From an optimization exercise on the open Yosys and OpenROAD flow, aimed at small area; shortcuts taken in it are not production practice.
Function was checked by simulation only, so behaviour that the tests miss may differ from the original.
The clock port is modelled as an ideal driver, which makes a skipped or thinned clock tree look cheaper than it is; a real chip needs a root buffer or a tree.

Setup of red:
==> flow/design.v <==
module uartwb_top (
  input  wire        clk_i,
  input  wire        nrst_i,
  input  wire        uart_rx,
  output wire        uart_tx,
  output wire [31:0] m_wb_addr_o,
  output wire [31:0] m_wb_data_o,
  input  wire [31:0] m_wb_data_i,
  output wire        m_wb_we_o,
  output wire        m_wb_cyc_o,
  output wire        m_wb_stb_o,
  input  wire        m_wb_ack_i
  );
  reg  [5:0] tmr;
  reg        ph;
  wire       half = tmr[0] & tmr[1] & tmr[4] & tmr[5];
  wire       full = half & ph;
  always @(posedge clk_i)
    if (!nrst_i | half)
      tmr <= 6'd0;
    else
      tmr <= {tmr[4:0], ~(tmr[0] ^ tmr[5])};
  always @(posedge clk_i)
    if (!nrst_i)
      ph <= 1'b0;
    else
      ph <= ph ^ half;
  reg  [3:0] rn;
  reg        rp;
  reg  [3:0] bc;
  reg        bad;      
  reg [39:0] xs;       
  reg [31:0] ws;       
  reg  [3:0] txc;
  reg  [2:0] bs;
  reg        txbit;    
  wire tidle  = (txc[2:0] == 3'd0);
  wire tdata  = (txc[3:1] != 3'd0);
  wire tstart = ~tdata & txc[0];
  wire tlast  = txc[3] & txc[2];
  wire ridle  = (rn[2:0] == 3'd0);
  wire rc_end = rn[1] & rn[2] & rp;
  wire samp   = half & ~rp & ~ridle;
  wire ok     = ~bad;
  wire we     = (xs[7:0] == 8'h01);
  wire done   = half & rc_end & (bc == 4'd11);
  wire cyc    = (bc == 4'd7);
  wire tx_go  = full & (bc == 4'd14) & tidle;
  wire ack    = cyc & m_wb_ack_i;
  wire srcx   = bs[2];                           
  wire srcw   = ~bs[2];                          
  wire bnone  = bs[2] & ~bs[0];                  
  wire txlat  = full & ~tidle & ~tlast;
  wire push   = samp & ((bc == 4'd1) | (bc == 4'd2) | (bc == 4'd5) | (bc == 4'd10) | (bc == 4'd4));   
  wire pflag  = rp & ~ridle;
  wire pop    = full & srcx & tdata & ~pflag;
  wire xsh    = push | pop;
  always @(posedge clk_i)
    if (!nrst_i | (half & ((ridle & uart_rx) | rc_end))) begin
      rn <= 4'd0;
      rp <= 1'b0;
    end else if (half) begin
      rp <= ~rp;
      if (rp)
        rn <= {rn[2:0], ~(rn[3] ^ rn[0])};
    end
  always @(posedge clk_i)
    if (!nrst_i | tx_go)
      bc <= 4'd1;
    else if (done)
      bc <= ok ? 4'd7 : 4'd14;
    else if ((half & rc_end & ~((bc == 4'd11) | (bc == 4'd7) | (bc == 4'd14))) | ack)
      bc <= {bc[2:0], ~(bc[3] ^ bc[0])};
  wire rot  = samp & (bc == 4'd11);
  wire colx = xs[0] ^ xs[8] ^ xs[16] ^ xs[24] ^ xs[32] ^ ws[0] ^ ws[8] ^ ws[16] ^ ws[24];
  always @(posedge clk_i)
    if (!nrst_i | tx_go)
      bad <= 1'b0;
    else if (rot & ~(colx ^ uart_rx))
      bad <= 1'b1;
  always @(posedge clk_i)
    if (xsh | rot)
      xs <= {rot ? xs[8] : uart_rx, xs[39:9], rot ? xs[0] : xs[8], xs[7:1]};
  wire wsh = (samp & ((bc == 4'd9) | (bc == 4'd3) | (bc == 4'd6) | (bc == 4'd13))) | (txlat & srcw);
  always @(posedge clk_i)
    if (ack | wsh | rot)
      ws <= ({m_wb_data_i[7:0], m_wb_data_i[15:8], m_wb_data_i[23:16], m_wb_data_i[31:24]} & {32{ack}})
          | ({rot ? ws[0] : uart_rx, ws[31:1]} & {32{wsh | rot}});
  always @(posedge clk_i)
    if (txlat)
      txbit <= srcx ? (xsh ? xs[1] : xs[0]) : ws[0];
  always @(posedge clk_i)
    if (!nrst_i | (full & (tlast | (tstart & bnone))))
      txc <= 4'd0;
    else if (full & (~tidle | tx_go | ~bnone))
      txc <= {txc[2:0], ~(txc[3] ^ txc[0])};
  always @(posedge clk_i)
    if (!nrst_i)
      bs <= 3'd4;
    else if (tx_go)
      bs <= {1'b1, ok & ~we, ok};
    else if (full & tlast)
      bs <= {bs[0] & ~bs[1], ~bs[0], bs[1] & ~bs[2]};
  assign uart_tx     = tstart ? 1'b0 : (tdata ? txbit : 1'b1);
  assign m_wb_addr_o = {xs[39:32], xs[15:8], xs[23:16], xs[31:24]};
  assign m_wb_data_o = {ws[31:24], ws[7:0], ws[15:8], ws[23:16]};
  assign m_wb_we_o   = we;
  assign m_wb_cyc_o  = cyc;
  assign m_wb_stb_o  = cyc;
endmodule
==> flow/config.mk <==
export PLATFORM = sky130hd
export DESIGN_NAME = uartwb_top
export DESIGN_NICKNAME = uartwb_top
export VERILOG_FILES = /design/flow/design.v
export SDC_FILE = /design/flow/constraint.sdc
export NUM_CORES = 4
export LEC_CHECK = 0
export CAP_MARGIN = 20
export CORE_MARGIN = 2
export CORE_UTILIZATION = 40
export SLEW_MARGIN = 20
==> flow/constraint.sdc <==
create_clock -name core_clock -period 10.0 [get_ports {clk_i}]
set_input_delay 2.0000 -clock core_clock [delete_from_list [all_inputs] [get_ports {clk_i}]]
set_output_delay 2.0000 -clock core_clock [all_outputs]
set_load 0.01 [all_outputs]
standard.sh (not shown) runs the stock make flow with config.mk's settings and CLKGATE_MAP_FILE= SYNTH_SCRIPT=/design/flow/synth_recipe.tcl, a recipe that flattens the netlist after the stock synthesis.
==> flow/flow/run.sh <==
#!/bin/bash
set -e
rm -rf orfs_scripts
cp -r "$FLOW_HOME/scripts" orfs_scripts
cp flow/abc.script orfs_scripts/abc_speed.script
export SCRIPTS_DIR="$PWD/orfs_scripts"
export BUFFER_PORTS_ARGS="-buffer_cell sky130_fd_sc_hd__buf_1"
export PRE_CTS_TCL="$PWD/flow/clock_tree.tcl"
export MY_CLK_NBUF=4
export MY_CLK_CELL=sky130_fd_sc_hd__buf_12
export MY_CLK_ROOT=
bash standard.sh > standard.log 2>&1
Other scripts of this flow, unchanged in this note and not shown: flow/flow/abc.script, flow/flow/clock_tree.tcl
Changes in blue relative to red:
diff --git a/flow/design.v b/flow/design.v
--- a/flow/design.v
+++ b/flow/design.v
@@ -42,17 +42,17 @@
   wire rc_end = rn[1] & rn[2] & rp;
   wire samp   = half & ~rp & ~ridle;
   wire ok     = ~bad;
   wire we     = (xs[7:0] == 8'h01);
-  wire done   = half & rc_end & (bc == 4'd11);
-  wire cyc    = (bc == 4'd7);
-  wire tx_go  = full & (bc == 4'd14) & tidle;
+  wire done   = half & rc_end & ((bc[0] & bc[1] & bc[2] & ~bc[3]));
+  wire cyc    = ((bc[0] & bc[1] & bc[2] & bc[3]));
+  wire tx_go  = full & ((~bc[0] & bc[2] & bc[3])) & tidle;
   wire ack    = cyc & m_wb_ack_i;
   wire srcx   = bs[2];                           
   wire srcw   = ~bs[2];                          
   wire bnone  = bs[2] & ~bs[0];                  
   wire txlat  = full & ~tidle & ~tlast;
-  wire push   = samp & ((bc == 4'd1) | (bc == 4'd2) | (bc == 4'd5) | (bc == 4'd10) | (bc == 4'd4));   
+  wire push   = samp & (~((bc[0] & bc[2]) | (bc[1] & bc[3])));   
   wire pflag  = rp & ~ridle;
   wire pop    = full & srcx & tdata & ~pflag;
   wire xsh    = push | pop;
   always @(posedge clk_i)
@@ -65,14 +65,14 @@
         rn <= {rn[2:0], ~(rn[3] ^ rn[0])};
     end
   always @(posedge clk_i)
     if (!nrst_i | tx_go)
-      bc <= 4'd1;
+      bc <= 4'd2;
     else if (done)
-      bc <= ok ? 4'd7 : 4'd14;
-    else if ((half & rc_end & ~((bc == 4'd11) | (bc == 4'd7) | (bc == 4'd14))) | ack)
-      bc <= {bc[2:0], ~(bc[3] ^ bc[0])};
-  wire rot  = samp & (bc == 4'd11);
+      bc <= ok ? 4'd15 : 4'd14;
+    else if ((half & rc_end & ~((~bc[0] & bc[2] & bc[3]) | (bc[0] & bc[1] & bc[2]))) | ack)
+      bc <= {bc[2:0], (bc[3] ^ bc[2])};
+  wire rot  = samp & ((bc[0] & bc[1] & bc[2] & ~bc[3]));
   wire colx = xs[0] ^ xs[8] ^ xs[16] ^ xs[24] ^ xs[32] ^ ws[0] ^ ws[8] ^ ws[16] ^ ws[24];
   always @(posedge clk_i)
     if (!nrst_i | tx_go)
       bad <= 1'b0;
@@ -80,9 +80,9 @@
       bad <= 1'b1;
   always @(posedge clk_i)
     if (xsh | rot)
       xs <= {rot ? xs[8] : uart_rx, xs[39:9], rot ? xs[0] : xs[8], xs[7:1]};
-  wire wsh = (samp & ((bc == 4'd9) | (bc == 4'd3) | (bc == 4'd6) | (bc == 4'd13))) | (txlat & srcw);
+  wire wsh = (samp & ((bc[0] & ~bc[1] & bc[2]) | (bc[1] & ~bc[2] & bc[3]))) | (txlat & srcw);
   always @(posedge clk_i)
     if (ack | wsh | rot)
       ws <= ({m_wb_data_i[7:0], m_wb_data_i[15:8], m_wb_data_i[23:16], m_wb_data_i[31:24]} & {32{ack}})
           | ({rot ? ws[0] : uart_rx, ws[31:1]} & {32{wsh | rot}});
Notes after the runs:
- The higher fraction of standard cell area in multi-input logic of blue and red is in red.
- NOTE: core footprint in blue falls short of that of red
- When the final numbers for blue and red were put side by side, the maximum operating frequency turned out to be greater in blue.
- Cell total after placement, blue vs red: down by a few percent
- red -> blue: synthesized cell count decreased by a few percent
- Going from red to blue, number of fill cells saw a decrease, sequential share of layout area up 0.27 points, time the final worst path needs with I/O delays and setup went down 0.42 ns.
No run of this note takes its clock network from TritonCTS; it comes from the design's own scripts or RTL.

-- separate check: timing with driven ports --
The results above use ideal ports. As a check the final layouts listed here were re-extracted and re-timed, cells and wires unchanged. Step 1, drivers: a clkbuf_16 drives clk_i and a buf_2 each remaining input, both assumed. Step 2, shift: input delay + t, output delay - t, t = (earliest + latest rising clock arrival at the registers) / 2. This alone moves slack from input paths to output paths. a / b / c = ideal / step 1 / step 2; a / b = the first two.
run	t (ns)	setup slack, ns	worst setup path after step 2	clock arrival spread, ns
red	0.211	6.093 / 6.151 / 5.940	input to register	0.013 / 0.013
blue	0.213	6.509 / 6.424 / 6.405	input to register	0.011 / 0.011
After both steps setup and hold are still met in every run listed. For red, which loses most, drivers alone change the setup slack by +0.058 ns; drivers and shift together by -0.153 ns.
